What follows belongs to an exercise in optimizing a design on an open flow for small area, a short achievable clock period and few clock cycles per item; a production flow would make more cautious choices. At most, simulation tests tie the RTL to the original design; equivalence was not proved. Function not checked in run 4: the RTL went through the layout flow alone. Power and IR drop assume default switching activity.

===== flow/design.v =====
module division_signed_32(clock, start, operand1, operand2, result, finish, illegal);
	input clock;
	input start;
	input [31:0] operand1, operand2;
	output [63:0] result;
	output finish;
	output illegal;
	reg [31:0] X;       
	reg [31:0] Z;       
	reg [31:0] Qo;      
	reg [4:0]  cnt;
	reg        chk, busy, done;
	reg        sA, sB, sQ;
	reg [4:0]  lX, lZ;  
	function [4:0] len31(input [30:0] x);
		integer i;
		begin
			len31 = 5'd0;
			for (i = 0; i < 31; i = i + 1)
				if (x[i]) len31 = i + 1;
		end
	endfunction
	wire [32:0] ya = {X[31], X};
	wire [32:0] yb = {Z[31], Z};
	wire        cin = ~sQ;
	wire [32:0] p = ya ^ yb;
	wire [32:0] o = ya | yb;
	wire [32:0] g = ya & yb;
	wire [32:0] g0;
	assign g0[32:1] = g[32:1];
	gc_t u_g0(.gh(g[0]), .ph(p[0]), .gl(cin), .g(g0[0]));
	wire [32:0] gg [0:6];
	wire [32:0] pp [0:6];
	assign gg[0] = g0;
	assign pp[0] = p;
	genvar l, i;
	generate
		for (l = 0; l < 6; l = l + 1) begin : up
			for (i = 0; i < 33; i = i + 1) begin : b
				if (((i + 1) % (2 << l)) == 0) begin : n
					gpc_t u(.gh(gg[l][i]), .ph(pp[l][i]), .gl(gg[l][i - (1 << l)]), .pl(pp[l][i - (1 << l)]),
					        .g(gg[l+1][i]), .p(pp[l+1][i]));
				end else begin : t
					assign gg[l+1][i] = gg[l][i];
					assign pp[l+1][i] = pp[l][i];
				end
			end
		end
	endgenerate
	wire [32:0] dg [0:6];
	assign dg[6] = gg[6];
	generate
		for (l = 5; l >= 0; l = l - 1) begin : dn
			for (i = 0; i < 33; i = i + 1) begin : b
				if (l < 5 && i >= 3 * (1 << l) - 1 && ((i + 1 - (1 << l)) % (2 << l)) == 0) begin : n
					gc_t u(.gh(dg[l+1][i]), .ph(pp[l][i]), .gl(dg[l+1][i - (1 << l)]), .g(dg[l][i]));
				end else begin : t
					assign dg[l][i] = dg[l+1][i];
				end
			end
		end
	endgenerate
	wire [32:0] V = p ^ {dg[0][31:0], cin};
	wire [32:0] zt = ~(p ^ {o[31:0], cin});
	wire [10:0] zn1;
	wire [3:0]  zp2;
	wire        nvz;
	generate
		for (i = 0; i < 11; i = i + 1) begin : zv1
			nand3_t u(.a(zt[3*i+2:3*i]), .y(zn1[i]));
		end
		for (i = 0; i < 3; i = i + 1) begin : zv2
			nor3_t u(.a(zn1[3*i+2:3*i]), .y(zp2[i]));
		end
	endgenerate
	nor2_t u_zv2(.a(zn1[10:9]), .y(zp2[3]));
	nand4_t u_zv3(.a(zp2), .y(nvz));
	wire        vz = ~nvz;
	wire        acc = sA ? (V[32] | vz) : ~V[32];
	wire [5:0]  k = {1'b0, lX} - {1'b0, lZ};
	wire [31:0] Z0 = operand2 ^ {32{~(operand1[31] ^ operand2[31])}};
	wire [31:0] Za = (Z0 << k[4:0]) | ({32{~sQ}} & ~(32'hFFFFFFFF << k[4:0]));
	wire        quickL = (lX < lZ) & ~(sA & ~sB & (lX + 5'd1 == lZ));
	wire        bz = (lZ == 5'd0) & ~sB;
	wire        kend = sQ ? k[5] : (k == 6'd0);
	always @(posedge clock) begin
		sA <= operand1[31];
		sB <= operand2[31];
		sQ <= operand1[31] ^ operand2[31];
		lX <= len31(operand1[30:0] ^ {31{operand1[31]}});
		lZ <= len31(operand2[30:0] ^ {31{operand2[31]}});
		chk <= start;
		Z <= start ? Z0 : chk ? Za : {Z[31], Z[31:1]};
		cnt <= chk ? k[4:0] : cnt - 5'd1;
		if (start) begin
			X <= operand1;
			Qo <= 32'd0;
			busy <= 1'b0;
			done <= 1'b0;
		end else if (chk) begin
			if (quickL | ~acc) begin
				done <= 1'b1;
			end else if (bz) begin
				Qo <= {{31{~sA}}, 1'b1};
				done <= 1'b1;
			end else if (kend) begin
				X <= V[31:0];
				Qo <= {{31{sQ}}, 1'b1};
				done <= 1'b1;
			end else begin
				if (sQ) X <= V[31:0];
				Qo <= {32{sQ}};
				busy <= 1'b1;
			end
		end else if (busy) begin
			if (acc) X <= V[31:0];
			Qo <= {Qo[30:0], acc ^ sQ};
			if (cnt == 5'd0) begin
				busy <= 1'b0;
				done <= 1'b1;
			end
		end
	end
	assign finish = done | (chk & quickL);
	assign result = {X, Qo};
	wire [7:0] z1;
	wire [1:0] z2;
	generate
		for (i = 0; i < 8; i = i + 1) begin : zl1
			nor4_t u(.a(operand2[4*i+3:4*i]), .y(z1[i]));
		end
		for (i = 0; i < 2; i = i + 1) begin : zl2
			nand4_t u(.a(z1[4*i+3:4*i]), .y(z2[i]));
		end
	endgenerate
	assign illegal = ~|z2;
endmodule
module nor4_t(input [3:0] a, output y);
	assign y = ~|a;
endmodule
module nand4_t(input [3:0] a, output y);
	assign y = ~&a;
endmodule
module gpc_t(input gh, input ph, input gl, input pl, output g, output p);
	assign g = gh | (ph & gl);
	assign p = ph & pl;
endmodule
module gc_t(input gh, input ph, input gl, output g);
	assign g = gh | (ph & gl);
endmodule
module nand3_t(input [2:0] a, output y);
	assign y = ~&a;
endmodule
module nor3_t(input [2:0] a, output y);
	assign y = ~|a;
endmodule
module nor2_t(input [1:0] a, output y);
	assign y = ~|a;
endmodule

===== flow/flow/run.sh =====
#!/bin/bash
# The standard flow, except that the port buffers start as buf_1 cells
# (the resizer still upsizes them where timing needs it).
set -euo pipefail
bash standard.sh synth > synth.log 2>&1
export BUFFER_PORTS_ARGS="-buffer_cell sky130_fd_sc_hd__buf_1"
bash standard.sh > layout.log 2>&1

===== flow/standard.sh =====
#!/bin/bash
# synth_recipe.tcl (not shown) runs the flow's synth.tcl, then flattens the netlist and writes it again
# the make line also repeats each setting of config.mk as NAME=value (left out here)
make -C /OpenROAD-flow-scripts/flow DESIGN_CONFIG=/design/flow/config.mk WORK_HOME=/design/flow/orfs CLKGATE_MAP_FILE= SYNTH_SCRIPT=/design/flow/synth_recipe.tcl "${@:-finish}"

===== flow/config.mk =====
export PLATFORM = sky130hd
export DESIGN_NAME = division_signed_32
export DESIGN_NICKNAME = division_signed_32
export VERILOG_FILES = /design/flow/design.v
export SDC_FILE = /design/flow/constraint.sdc
export NUM_CORES = 4
export LEC_CHECK = 0
export ABC_AREA = 1
export CAP_MARGIN = 20
export CORE_MARGIN = 2
export CORE_UTILIZATION = 55
export CTS_BUF_LIST = sky130_fd_sc_hd__clkbuf_8
export SETUP_SLACK_MARGIN = 3.5
export SLEW_MARGIN = 20
export SYNTH_HIERARCHICAL = 1

===== flow/constraint.sdc =====
create_clock -name core_clock -period 6.5 [get_ports {clock}]
set_input_delay 1.3000 -clock core_clock [delete_from_list [all_inputs] [get_ports {clock}]]
set_output_delay 1.3000 -clock core_clock [all_outputs]
set_load 0.01 [all_outputs]

==> results of run 1 <==
-- final timing paths --
| check | start | end | slack [ns] | depth (start not counted) |
|---|---|---|---|---|
| worst max-delay path | lX[0] | finish | 2.98 | 12 |
| worst min-delay path | done | done | 0.50 | 2 |
| worst max register to register | X[0] | X[30] | 3.25 | 24 |
| worst min register to register | done | done | 0.50 | 2 |
-- sequential cells by signal (all words and copies together), names as in the netlist --
name	count
Qo	32
cnt	5
sQ	1
busy	1
sB	1
lZ	5
Z	32
chk	1
done	1
lX	5
X	32
sA	1
-- worst max-delay path, cell delays in order (launching register included) --
cell      delay, ns
dfxtp_2        0.35
inv_2          0.07
ha_4           0.14
inv_2          0.04
fa_2           0.34
nand2_2        0.07
inv_2          0.04
nand2_2        0.05
nand2_1        0.05
nand2_1        0.07
o211ai_1       0.13
o21ai_1        0.23
buf_2          0.18
-- final cells by class --
class                           instances  area, µm²  share of cell area, %
Clock inverter                         15        156                   1.13
Timing Repair Buffer                  223       1740                   12.6
Timing Repair inverter                  1       7.51                 0.0543
Tap cell                              265        332                   2.40
Sequential cell                       117       2680                   19.4
Inverter                              271       1070                   7.74
Multi-Input combinational cell       1170       7600                   55.0
Clock buffer                           17        234                   1.69
-- stage by stage --
step                      setup WS (ns)  utilization, %  cell area (µm²)  hold slack (ns)  instances
after floorplan                    3.26               -            10900            0.430       1627
after global placement             2.14            59.4            11500            0.446       1969
after detailed placement           2.23            59.4            11500            0.457       1969
after CTS                          3.10            66.3            12900            0.474       2050
after global routing               2.95            71.2            13800            0.505       2079
final                              2.98            71.2            13800            0.501       2079
-- timing repair --
action,in CTS,in global routing
setup endpoints to repair,102,103
pin swaps,9,51
cloned,9,6
buffers inserted,40,23
resized for setup,110,174
-- report_power, final --
group	leakage (nW)	total (mW)	switching (mW)	internal, mW
sequential	1.03	1.31	0.236	1.07
clock	0.199	0.708	0.389	0.319
combinational	5.32	3.74	2.18	1.56
total	6.55	5.75	2.80	2.95
-- per-layer routing --
metal | track usage [%] | vias to the layer above | share of wire, %
met5 | 0 | - | 0
met4 | 12.3 | 0 | 3.4
met3 | 6.82 | 96 | 9.2
met2 | 49.5 | 558 | 43
met1 | 46.1 | 5194 | 44
li1 | - | 5543 | -
==> reports/qor.txt, run 1 <==
status: timing/DRC/antenna clean
VDD IR-drop max: 0.000219 V
final hold vios: 0
global-route wire length before repair: 52.8 mm
Layout Skew: 0.0237 ns
antenna violations before repair: 0
clock buffer depth: 2
largest net degree at the start of global routing: 65
final period utilization: 54.2%
Setup TNS Final: 0 ns
worst hold path class: reg -> reg
Avg Inst Size Synth: 6.66 µm²
CP max FO: 2
total power: 5.75 mW
most frequent cells in the layout: 467 x nand2_1, 235 x inv_1, 105 x buf_1
share of layout cells above drive strength 1: 18.0%
Pins Over Slew Limit: 0
Worst-path clk slew: 0.09 ns
post-DP HPWL: 23.9 mm
Root Buffer: clkbuf_8
CTS sink cnt: 117
GRT overflow: 0
Mapped Area: 10,800 µm²
WL final: 35.7 mm
DRC Markers: 0
# fillers: 1,680
Crit path arrival time: 2.22 ns
Area Growth Syn to Fin: 27.6%
P_leak: 6.55 nW
minimum clock period: 3.52 ns
Avg Vias per Cell: 5.48
cts hold-fix bufs: 0
type of the worst setup path: reg -> out
die area: 20,800 µm²
n_diodes: 0
commonest non-fill, non-tap cell in the layout: nand2_1
RSZ-0062 raised after global routing: yes
1st-pass router iterations: 6
Mapped Cells: 1,627
Max-slew headroom: 54.1%
Total GRT Usage: 32.8%
Max Cap Viol: 0
Initial Util: 55.9%
Port Buf Inserts: 131
number of global-route vias before repair: 9,931
Antenna Nets Post-Route: 0
width of the chip: 144 µm
Setup Viol. Count Final: 0
Inserted Clock Buffers: 17
Core Footprint: 19,400 µm²
Max Clock Freq: 0.284 GHz
IO Pins: 132
# H-tree levels: 4
Routed WL per cell: 17.2 µm
Routability Congestion: 0.976
Synth Net Count: 1,766
Setup crit start kind: flop
Iteration-0 DRC Markers: 982
worst-margin pin slew: 0.687 ns
crit end category: primary output
CTS tree: built
NumNets Final: 1,940
Critical Path RT: 5.20 ns
row cnt: 51
vias: 11,391
die height: 144 µm
synth warn: 7
Pwr per Cell Area: 416 nW/µm²
Clock Latency Late Sink: 0.47 ns
Testbench counts, summed over its fixed seeds: cycles 14,209, items 2,048.
==> inputs of run 2 (changes only) <==
--- a/flow/config.mk
+++ b/flow/config.mk
@@ -11,5 +11,5 @@
 export CORE_UTILIZATION = 55
 export CTS_BUF_LIST = sky130_fd_sc_hd__clkbuf_8
-export SETUP_SLACK_MARGIN = 3.5
+export SETUP_SLACK_MARGIN = 2.8
 export SLEW_MARGIN = 20
 export SYNTH_HIERARCHICAL = 1
==> reports/qor.txt, run 2 <==
status: timing/DRC/antenna clean
1st-pass router iterations: 7 (+1)
Setup crit start kind: input port
Area Growth Syn to Fin: 10.9%
met3 usage: 6.26% (-0.56 points)
Total GRT Usage: 30.5% (-2.3 points)
post-route cell area: 12,000 µm² (-13%)
Max Clock Freq: 0.283 GHz (-0.45%)
slowest cell on the critical path: xnor2_1
Inserted Clock Buffers: 17 (unchanged)
P_sw: 2.48 mW (-11%)
Worst-path clk slew: 0.08 ns (about the same)
Core Util, Final: 61.9% (-9.3 points)
synth warn: 7 (unchanged)
flop2flop setup slack: 2.99 ns (-0.26 ns)
cts hold-fix bufs: 0 (unchanged)
placed cell areas: 11,400 µm² (-0.74%)
GRT overflow: 0 (unchanged)
type of the worst setup path: in -> reg
Setup TNS Final: 0 ns (unchanged)
worst hold path class: reg -> reg
row cnt: 51 (unchanged)
IO Pins: 132 (unchanged)
Root Buffer: clkbuf_8
most frequent cells in the layout: 490 x nand2_1, 261 x inv_1, 129 x o21ai_0
CTS sink cnt: 117 (unchanged)
P_leak: 5.77 nW (-12%)
Avg Inst Size Synth: 6.66 µm² (unchanged)
Max-slew headroom: 43.3% (-11 points)
Hold EP: done
sequential fraction of design power: 25.8% (+3.1 points)
met2 Resource Use GR: 45.0% (-4.5 points)
# fillers: 1,913 (+14%)
Pins Over Slew Limit: 0 (unchanged)
number of global-route vias before repair: 9,340 (-6.0%)
Setup Viol. Count Final: 0 (unchanged)
CTS tree: built
Gate power share: 60.7% (-4.3 points)
Internal Power: 2.54 mW (-14%)
reg2reg start: lX[0]
Routability Congestion: 0.961 (-1.5%)
Critical Path RT: 6.79 ns (+1.59 ns)
GR peak layer: met2
post-DP HPWL: 23.4 mm (-1.8%)
setup ws final: 2.96 ns (-0.0159 ns)
worst r2r path cells: 15 (-38%)
FF/Latch Area: 2680 µm² (-0.19%)
Clk pwr share: 13.4% (+1.1 points)
DRC Markers: 0 (unchanged)
Max Cap Viol: 0 (unchanged)
RSZ-0062 raised after global routing: no
Mapped Cells: 1,627 (unchanged)
reg-to-reg endpoint: Z[29]
clock buffer depth: 2 (unchanged)
Clock Latency Late Sink: 0.45 ns (-0.02 ns)
Synth Net Count: 1,766 (unchanged)
crit end category: flop
n_diodes: 0 (unchanged)
met1 usage: 44.4% (-1.7 points)
width of the chip: 144 µm (unchanged)
share of layout cells above drive strength 1: 5.85% (-12 points)
NumNets Final: 1,869 (-3.7%)
Mapped Area: 10,800 µm² (unchanged)
final period utilization: 54.4% (+0.24 points)
Layout Cells excl Fill: 2,008 (-3.4%)
final hold vios: 0 (unchanged)
Layout Skew: 0.0239 ns (+0.000154 ns)
VDD IR-drop max: 0.000241 V (+10%)
# H-tree levels: 4 (unchanged)
WL final: 31.6 mm (-11%)
Antenna Nets Post-Route: 0 (unchanged)
antenna violations before repair: 0 (unchanged)
Switching Fraction: 49.4% (+0.71 points)
Routed WL per cell: 15.8 µm (-8.3%)
Port Buf Inserts: 131 (unchanged)
Hold Path Stages: 2 (unchanged)
die height: 144 µm (unchanged)
CP max stage delay: 0.48 ns (+0.13 ns)
Placed Cells: 1,968 (-0.051%)
Crit path arrival time: 3.83 ns (+1.61 ns)
Pwr per Cell Area: 418 nW/µm² (+0.41%)
worst-margin pin slew: 0.850 ns (+0.163 ns)
die area: 20,800 µm² (unchanged)
Initial Util: 55.9% (unchanged)
Worst Hold Launch: done
vias: 10,539 (-7.5%)
CP Launch Point: operand1[31]
area of the multi-input gates: 6850 µm² (-9.9%)
Avg Vias per Cell: 5.25 (-4.2%)
minimum clock period: 3.54 ns (+0.0159 ns)
CP max FO: 16 (+14)
Post-Place Setup Slack: 2.15 ns (-0.0796 ns)
global-route wire length before repair: 49.1 mm (-6.9%)
Core Footprint: 19,400 µm² (unchanged)
crit-path cells: clkbuf_2, inv_2, nand2_1, nand2_8, xnor2_1, o21ai_0, nand2_1, o21ai_1, mux2i_1, nand2_1, o21ai_1, o221ai_1, o21ai_1, o221ai_1
Iteration-0 DRC Markers: 840 (-14%)
largest net degree at the start of global routing: 78 (+20%)
commonest non-fill, non-tap cell in the layout: nand2_1
-- run 2: cell count changes in the layout (fill, tap and decap cells not counted), sizes merged --
cell	previous run	this run
buf	200	149
bufbuf	4	0
clkbuf	36	22
clkinv	7	10
clkinvlp	5	4
inv	274	272
nand2	500	498
-- run 2: cell type report --
class                           instances  area share (%)
Multi-Input combinational cell       1168            57.0
Sequential cell                       117            22.3
Inverter                              271            8.50
Timing Repair Buffer                  154            6.28
Tap cell                              265            2.76
Clock buffer                           17            1.95
Clock inverter                         15            1.21
Timing Repair inverter                  1          0.0416
-- run 2: what timing repair did --
| action | 4_1_cts | 5_1_grt |
|---|---|---|
| pin swaps | 0 | 3 |
| setup buffers | 0 | 2 |
| endpoints found under the setup margin | 78 | 82 |
| cloned | 2 | 2 |
| resized for setup | 12 | 17 |
-- run 2: worst max-delay path: cells and delay by family --
family	cells	cell delay (ns)
XOR/XNOR	1	0.48
AO/OA/AOI/OAI	6	0.97
AND/OR/NAND/NOR	4	0.63
multiplexers	1	0.24
buffers and inverters	2	0.21
-- run 2: how the worst max path moves through the flow --
stage	endpoint	depth (start not counted)
floorplan	X[0]	20
CTS	finish	8
finish	Z[28]	14
detailed placement	Z[28]	16
global route	X[7]	22
global placement	Z[13]	18
-- run 2: power groups by stage --
stage | logic, mW | clock network [mW] | registers, mW
after floorplan | 2.17 | 0 | 1.33
after global placement | 2.91 | 0 | 1.30
after detailed placement | 2.93 | 0 | 1.31
after CTS | 2.98 | 0.685 | 1.29
after global routing | 3.46 | 0.715 | 1.33
final | 3.05 | 0.674 | 1.30
-- run 2: routing by layer --
layer | part of all wire (%) | vias to the layer above
li1 | - | 5384
met1 | 47 | 4695
met2 | 43 | 407
met3 | 8.2 | 53
met4 | 2.1 | 0
met5 | 0 | -
-- run 2: per-stage QoR --
step	hold slack [ns]	power (mW)
after floorplan	0.430	3.50
after global placement	0.439	4.21
after detailed placement	0.453	4.23
after CTS	0.466	4.96
after global routing	0.490	5.51
final	0.459	5.02
==> inputs of run 3 (changes only) <==
--- a/flow/config.mk
+++ b/flow/config.mk
@@ -9,7 +9,7 @@
 export CAP_MARGIN = 20
 export CORE_MARGIN = 2
-export CORE_UTILIZATION = 55
+export CORE_UTILIZATION = 50
 export CTS_BUF_LIST = sky130_fd_sc_hd__clkbuf_8
-export SETUP_SLACK_MARGIN = 2.8
+export SETUP_SLACK_MARGIN = 3
 export SLEW_MARGIN = 20
 export SYNTH_HIERARCHICAL = 1
==> reports/qor.txt, run 3 <==
CTS tree: built
crit-path cells: clkbuf_4, inv_2, nand2_2, nand2_8, xnor2_2, o21ai_0, nand2_1, o21ai_1, mux2i_1, nand2_1, o21ai_1, o221ai_1, o21ai_1, o221ai_1
width of the chip: 151 µm (+4.7%)
NumNets Final: 1,884 (+0.80%)
CP top delay family: compound AO/OA/AOI/OAI gates
Gate power share: 60.8% (about the same)
reg-to-reg endpoint: X[22]
CP Launch Point: operand1[31]
Mapped Area: 10,800 µm² (unchanged)
# fillers: 2,122 (+11%)
Max Cap Viol: 0 (unchanged)
Layout Skew: 0.0177 ns (-0.00623 ns)
1st-pass router iterations: 6 (-1)
number of global-route vias before repair: 9,819 (+5.1%)
synth warn: 7 (unchanged)
total power: 5.30 mW (+5.4%)
status: timing/DRC/antenna clean
Area Growth Syn to Fin: 15.5%
final period utilization: 53.2% (-1.2 points)
Crit path arrival time: 3.78 ns (-0.05 ns)
setup ws final: 3.04 ns (+0.0812 ns)
Antenna Nets Post-Route: 0 (unchanged)
crit end category: flop
Initial Util: 51.2% (-4.6 points)
share of layout cells above drive strength 1: 8.99% (+3.1 points)
IO Pins: 132 (unchanged)
Layout Cells excl Fill: 2,033 (+1.2%)
most frequent cells in the layout: 479 x nand2_1, 258 x inv_1, 126 x o21ai_0
row cnt: 53 (+3.9%)
Buffers & Inverters on Critical Path: 2 (unchanged)
antenna violations before repair: 0 (unchanged)
Most Frequent Cell on Critical Path: o21ai_1
Max-slew headroom: 55.3% (+12 points)
die height: 151 µm (+4.7%)
Pwr per Cell Area: 423 nW/µm² (+1.2%)
Core Util, Final: 59.2% (-2.8 points)
worst r2r path cells: 17 (+2)
n_diodes: 0 (unchanged)
worst-margin pin slew: 0.670 ns (-0.179 ns)
type of the worst setup path: in -> reg
slowest cell on the critical path: xnor2_2
cts hold-fix bufs: 0 (unchanged)
Crit. path cell count: 14 (unchanged)
Setup Viol. Count Final: 0 (unchanged)
Core Footprint: 21,200 µm² (+9.0%)
worst hold path class: reg -> reg
Total GRT Usage: 29.7% (-0.76 points)
Mapped Cells: 1,627 (unchanged)
DRC Markers: 0 (unchanged)
Routed WL per cell: 16.6 µm (+5.4%)
P_leak: 6.01 nW (+4.1%)
RSZ-0062 raised after global routing: yes
VDD IR-drop max: 0.000179 V (-26%)
WL final: 33.8 mm (+6.7%)
# H-tree levels: 4 (unchanged)
flop2flop setup slack: 3.12 ns (+0.13 ns)
Post-Place Setup Slack: 2.07 ns (-0.0789 ns)
Worst-path clk slew: 0.08 ns (about the same)
sequential fraction of design power: 24.5% (-1.3 points)
Inserted Clock Buffers: 17 (unchanged)
P_sw: 2.55 mW (+2.6%)
Max Clock Freq: 0.289 GHz (+2.3%)
clock buffer depth: 2 (unchanged)
Root Buffer: clkbuf_8
Clk pwr share: 14.7% (+1.3 points)
CP max FO: 10 (-6)
Port Buf Inserts: 131 (unchanged)
post-DP HPWL: 24.8 mm (+5.9%)
Critical Path RT: 6.82 ns (+0.03 ns)
largest net degree at the start of global routing: 66 (-15%)
global-route wire length before repair: 52.2 mm (+6.3%)
Internal Power: 2.75 mW (+8.1%)
crit path to: Z[28]
final hold vios: 0 (unchanged)
commonest non-fill, non-tap cell in the layout: nand2_1
Iteration-0 DRC Markers: 1,043 (+24%)
Routability Congestion: 0.982 (+2.1%)
Clock Latency Late Sink: 0.47 ns (+0.02 ns)
CTS sink cnt: 117 (unchanged)
reg2reg start: lX[0]
GRT overflow: 0 (unchanged)
Placed Cells: 1,980 (+0.61%)
Setup TNS Final: 0 ns (unchanged)
Avg Vias per Cell: 5.30 (+0.90%)
Switching Fraction: 48.1% (-1.3 points)
Setup crit start kind: input port
Avg Inst Size Synth: 6.66 µm² (unchanged)
Pins Over Slew Limit: 0 (unchanged)
vias: 10,766 (+2.2%)
minimum clock period: 3.46 ns (-0.0812 ns)
CP max stage delay: 0.31 ns (-0.17 ns)
Synth Net Count: 1,766 (unchanged)
die area: 22,900 µm² (+9.7%)
[run 3: area by class of cell]
| class | count | area [µm²] | area share (%) |
|---|---|---|---|
| clock inverters | 15 | 200 | 1.60 |
| repair inverters | 1 | 5.00 | 0.0400 |
| well taps | 275 | 344 | 2.75 |
| clock buffers | 17 | 234 | 1.87 |
| multi-input cells | 1169 | 7050 | 56.3 |
| repair buffers | 168 | 977 | 7.81 |
| inverters | 271 | 1030 | 8.20 |
| flip-flops and latches | 117 | 2680 | 21.4 |
[run 3: stage by stage]
step	hold WS, ns	cell area [µm²]
CTS	0.460	12200
global placement	0.440	11500
floorplan	0.430	10800
detailed placement	0.446	11500
global route	0.474	12500
finish	0.458	12500
[run 3: timing repair]
item | CTS | global route
gates resized for setup | 32 | 60
endpoints found under the setup margin | 94 | 96
setup buffers | 7 | 6
pin swaps | 3 | 13
gates cloned | 5 | 2
[run 3: how the worst min path moves through the flow]
stage | from | end | slack, ns | cells after the start
4_1_cts | done | done | 0.46 | 2
3_5_place_dp | done | done | 0.45 | 2
6_report | done | done | 0.46 | 2
2_1_floorplan | done | done | 0.43 | 2
5_1_grt | done | done | 0.47 | 2
3_3_place_gp | done | done | 0.44 | 2
[run 3: tightest hold or removal path: stages, from the launching register on]
cell     delay [ns]
dfxtp_1        0.30
inv_1          0.05
a21oi_1        0.06
[run 3: metal layers]
metal / share of wire, % / wire, µm / track usage, %
met2: 43 / 14400 / 45.5
met4: 2.1 / 708 / 7.85
met3: 7.0 / 2350 / 4.97
met5: 0 / 0 / 0.455
met1: 48 / 16200 / 43.1
[run 3: power by group through the flow]
stage,logic (mW),registers [mW],clock network (mW)
after CTS,3.06,1.30,0.788
after floorplan,2.17,1.33,0
after detailed placement,2.96,1.31,0
after global placement,2.94,1.30,0
after global routing,3.62,1.34,0.819
final,3.22,1.30,0.779
==> inputs of run 4 (changes only) <==
==> flow/design.v (replaced) <==
`timescale 1ns / 1ps
module division_signed_32(clock, start, operand1, operand2, result, finish, illegal);  
	input clock;  
	input start;  
	input [31:0] operand1, operand2;  
	output reg [63:0] result;  
	output reg finish;  
	output illegal;  
	reg [63:0] temp_operand1, temp_operand2;  
	reg [5:0] step;  
	reg [31:0] op1_u, op2_u;  
	reg [63:0] sub_result;  
	always @(posedge clock) begin  
		if(start) begin
			op1_u = operand1[31] ? (operand1 ^ 32'hFFFFFFFF) + 1 : operand1;  
			op2_u = operand2[31] ? (operand2 ^ 32'hFFFFFFFF) + 1 : operand2;
			temp_operand1 = op1_u;  
			temp_operand2 = {op2_u, 32'b0};  
			finish = 0;  
			step = 0;  
		end
		if(step == 32) begin  
			sub_result = temp_operand1;  
			result[31:0] = (operand1[31] ^ operand2[31]) ? (sub_result[31:0] ^ 32'hFFFFFFFF) + 1 : sub_result[31:0];
			result[63:32] = operand1[31] ? (sub_result[63:32] ^  32'hFFFFFFFF) + 1 : sub_result[63:32];
			finish = 1;  
		end else begin  
			temp_operand1 = temp_operand1 << 1;  
			if (temp_operand1 >= temp_operand2) temp_operand1 = temp_operand1 - temp_operand2 + 1;
			step = step + 1;  
		end
	end
	assign illegal = (operand2 == 0) ? 1 : 0;  
endmodule
==> flow/run.sh (new file) <==
#!/bin/bash
# synth_recipe.tcl (not shown) runs the flow's synth.tcl, then flattens the netlist and writes it again
# the make line also repeats each setting of config.mk as NAME=value (left out here)
make -C /OpenROAD-flow-scripts/flow DESIGN_CONFIG=/design/flow/config.mk WORK_HOME=/design/flow/orfs CLKGATE_MAP_FILE= SYNTH_SCRIPT=/design/flow/synth_recipe.tcl finish
==> flow/config.mk (replaced) <==
export PLATFORM = sky130hd
export DESIGN_NAME = division_signed_32
export DESIGN_NICKNAME = division_signed_32
export VERILOG_FILES = /design/flow/design.v
export SDC_FILE = /design/flow/constraint.sdc
export NUM_CORES = 4
export LEC_CHECK = 0
export CAP_MARGIN = 20
export CORE_MARGIN = 2
export CORE_UTILIZATION = 40
export SLEW_MARGIN = 20
removed: flow/flow/run.sh
removed: flow/standard.sh
==> reports/qor.txt, run 4 <==
status: timing/DRC/antenna clean
top cells by area, synth: dfxtp_1 17%, edfxtp_1 12%, ha_1 11%, xnor2_1 5.5%, a21oi_1 5.5%
worst hold path class: reg -> reg
minimum clock period: 6.32 ns (+2.87 ns)
Post-CTS Setup Bufs: 0 (-7)
Initial Util: 40.5% (-11 points)
sequential fraction of design power: 25.1% (+0.6 points)
ys async rst share: 0%
Pwr per Cell Area: 330 nW/µm² (-22%)
width of the chip: 202 µm (+34%)
P_leak: 8.80 nW (+46%)
Port Buf Inserts: 131 (unchanged)
IO Pins: 132 (unchanged)
worst-margin pin slew: 0.842 ns (+0.172 ns)
reg2reg start: temp_operand1[3]
NumNets Final: 2,470 (+31%)
CTS sink cnt: 199 (+70%)
post-route cell area: 20,000 µm² (+60%)
Core Footprint: 38,700 µm² (+83%)
vias: 14,709 (+37%)
Worst-path clk slew: 0.08 ns (about the same)
Mapped Area: 15,700 µm² (+45%)
Setup TNS Final: 0 ns (unchanged)
# fillers: 3,760 (+77%)
die height: 202 µm (+34%)
most frequent cells in the layout: 250 x buf_4, 190 x nor2_1, 184 x nand2_1
Synth Net Count: 2,148 (+22%)
largest net degree at the start of global routing: 71 (+7.6%)
P_sw: 2.75 mW (+7.8%)
GRT overflow: 0 (unchanged)
WL final: 47.4 mm (+40%)
final period utilization: 97.3% (+44 points)
Switching Fraction: 41.5% (-6.6 points)
global-route wire length before repair: 76.1 mm (+46%)
Iteration-0 DRC Markers: 848 (-19%)
synthesis-stage register bit count: 199
EDFF count, synth: 64
Layout Cells excl Fill: 2,769 (+36%)
CTS tree: built
1st-pass router iterations: 7 (+1)
Gate power share: 58.9% (-1.9 points)
Crit path arrival time: 6.72 ns (+2.94 ns)
clock buffer depth: 2 (unchanged)
Setup Viol. Count Final: 0 (unchanged)
post-synthesis sequential area ratio: 29.5%
Internal Power: 3.87 mW (+41%)
prevailing post-synth register cell: dfxtp_1
Area Growth Syn to Fin: 27.5%
Placed Cells: 2,737 (+38%)
top-count cell post-synth: nor2_1
Worst Hold Launch: temp_operand1[57]
share of layout cells above drive strength 1: 15.9% (+6.9 points)
RSZ-0062 raised after global routing: yes
Clk pwr share: 16.1% (+1.4 points)
Netlist cell types: 84
Total GRT Usage: 23.4% (-6.3 points)
row cnt: 72 (+36%)
Hold EP: temp_operand1[57]
Synth area leader: dfxtp_1
placed cell areas: 19,300 µm² (+68%)
CP max FO: 3 (-7)
Layout Skew: 0.0252 ns (+0.00753 ns)
Clock Latency Late Sink: 0.47 ns (about the same)
Mapped Cells: 1,916 (+18%)
Routability Congestion: 0.889 (-9.4%)
number of global-route vias before repair: 14,470 (+47%)
post-DP HPWL: 37.6 mm (+51%)
worst r2r path cells: 15 (-2)
die area: 40,800 µm² (+79%)
Hold Path Stages: 2 (unchanged)
Setup crit start kind: input port
synth warn: 1 (-6)
Avg Vias per Cell: 5.31 (+0.31%)
final hold vios: 0 (unchanged)
crit end category: flop
Synth top area share: 17.2%
DRC Markers: 0 (unchanged)
n_diodes: 0 (unchanged)
Max-slew headroom: 43.9% (-11 points)
Pins Over Slew Limit: 0 (unchanged)
Antenna Nets Post-Route: 0 (unchanged)
commonest cells in the synthesized netlist: 190 x nor2_1, 185 x nand2_1, 172 x a21oi_1, 158 x inv_1, 135 x dfxtp_1
total power: 6.62 mW (+25%)
Avg Inst Size Synth: 8.19 µm² (+23%)
Routed WL per cell: 17.1 µm (+3.1%)
Root Buffer: clkbuf_16
type of the worst setup path: in -> reg
Inserted Clock Buffers: 17 (unchanged)
reg-to-reg endpoint: temp_operand1[50]
VDD IR-drop max: 0.000245 V (+37%)
flop2flop setup slack: 2.46 ns (-0.66 ns)
Max Clock Freq: 0.158 GHz (-45%)
antenna violations before repair: 0 (unchanged)
Critical Path RT: 6.90 ns (+0.08 ns)
Max Cap Viol: 0 (unchanged)
# H-tree levels: 4 (unchanged)
commonest non-fill, non-tap cell in the layout: buf_4
run 4: cell types whose count changed in the layout (fill, tap and decap cells not counted), sizes merged, moves of 27 or more:
cell,change
clkdlybuf4s50,+129
nor2b,+36
ha,+62
buf,+96
nand2,-313
edfxtp,+31
a21oi,+155
fa,+31
o21ai,-58
inv,-107
or3,+27
dfxtp,+51
a21o,+55
nor2,+128
run 4: timing repair:
action,4_1_cts,5_1_grt
pin swaps,0,4
hold buffers,0,0
resized for setup,2,37
hold endpoints to repair,0,0
setup endpoints to repair,1,55
run 4: per-stage QoR:
stage,setup WS [ns],util (%),hold slack [ns]
2_1_floorplan,0.196,-,0.415
3_3_place_gp,-0.371,49.8,0.425
3_5_place_dp,-0.530,49.8,0.430
4_1_cts,0.00192,51.3,0.450
5_1_grt,-0.0530,51.7,0.470
6_report,0.178,51.7,0.448
run 4: logic make-up (layout without fill, tap and decap cells):
logic type | count (synthesis) | count (layout) | share of synthesized area [%]
compound gates | 521 | 521 | 20.8
xor+xnor | 168 | 168 | 9.37
fa+ha+maj | 166 | 166 | 14.8
buf+inv | 240 | 575 | 5.77
flops | 199 | 199 | 29.5
mux | 19 | 19 | 1.39
simple gates | 603 | 603 | 18.4
run 4: cell type report:
type                            count  area (µm²)  area share [%]
Timing Repair Buffer              383        3230            16.1
Multi-Input combinational cell   1477       10300            51.7
Clock buffer                       24         503            2.51
Sequential cell                   199        4620            23.1
Clock inverter                      8        61.3           0.306
Inverter                          160         603            3.01
Tap cell                          518         648            3.24
run 4: metal layers:
layer,vias to the layer above,share of wire [%],global-route usage (%)
li1,7323,-,-
met1,6995,45,29.9
met2,321,49,41.0
met3,70,4.1,3.16
met4,0,2.2,7.43
met5,-,0,0
run 4: worst max-delay path by stage:
stage | slack [ns] | startpoint | endpoint | cells after the start
2_1_floorplan | 0.20 | operand1[7] | temp_operand1[60] | 20
3_3_place_gp | -0.37 | operand1[7] | temp_operand1[60] | 19
3_5_place_dp | -0.53 | operand1[7] | temp_operand1[60] | 19
4_1_cts | 0.002 | operand1[7] | temp_operand1[60] | 19
5_1_grt | -0.05 | operand1[13] | temp_operand1[60] | 19
6_report | 0.18 | operand1[13] | temp_operand1[60] | 19
run 4: power by group through the flow:
stage                     Combinational [mW]  Clock, mW  Sequential, mW
after floorplan                         2.42          0            1.66
after global placement                  3.82          0            1.68
after detailed placement                3.84          0            1.68
final                                   3.90       1.06            1.66
after global routing                    4.31       1.13            1.68
after CTS                               3.87       1.09            1.66
run 4: worst max-delay path: stages:
cell and delay, ns:
clkdlybuf4s50_1 0.42, or4_4 0.57, or4_1 0.45, buf_4 0.18, o41ai_4 0.44, xnor2_2 0.12
mux2i_4 0.15, inv_1 0.09, ha_1 0.21, fa_1 0.54, nand4_1 0.15, or4_1 0.56
a31oi_2 0.20, o211a_1 0.25, o31ai_2 0.09, a211o_1 0.32, a21boi_1 0.18, mux2_2 0.36
a21oi_1 0.13

==> static timing again, ports no longer ideal <==
How much do the figures lean on ideal ports? The routed layouts below were timed once more, with nothing changed but the port constraints.
Step 1 sets driving cells, clkbuf_16 on the clock port and buf_2 on the other inputs (assumed; they add their load-dependent delay and slew).
Step 2 also shifts input and output timing later by t, the mid clock arrival at the registers, as if the neighbouring blocks saw the same clock.
Slacks: no drivers / after step 1 / after step 2; pairs: no drivers / after step 1.
run | shift t [ns] | slack for setup (ns) | worst setup path at the end | latest minus earliest clock arrival (ns) | pins driven straight from the clock port
run 1 | 0.501 | 2.977 / 2.930 / 2.899 | input to register | 0.024 / 0.024 | 1
run 2 | 0.488 | 2.962 / 2.942 / 2.495 | input to register | 0.024 / 0.024 | 1
run 3 | 0.506 | 3.043 / 3.033 / 2.562 | input to register | 0.017 / 0.017 | 1
run 4 | 0.514 | 0.178 / 0.207 / -0.307 | input to register | 0.025 / 0.025 | 1
Met with ideal ports but missed after step 2: setup timing in run 4. For run 4, which loses most, drivers alone change the setup slack by +0.029 ns; drivers and shift together by -0.485 ns.
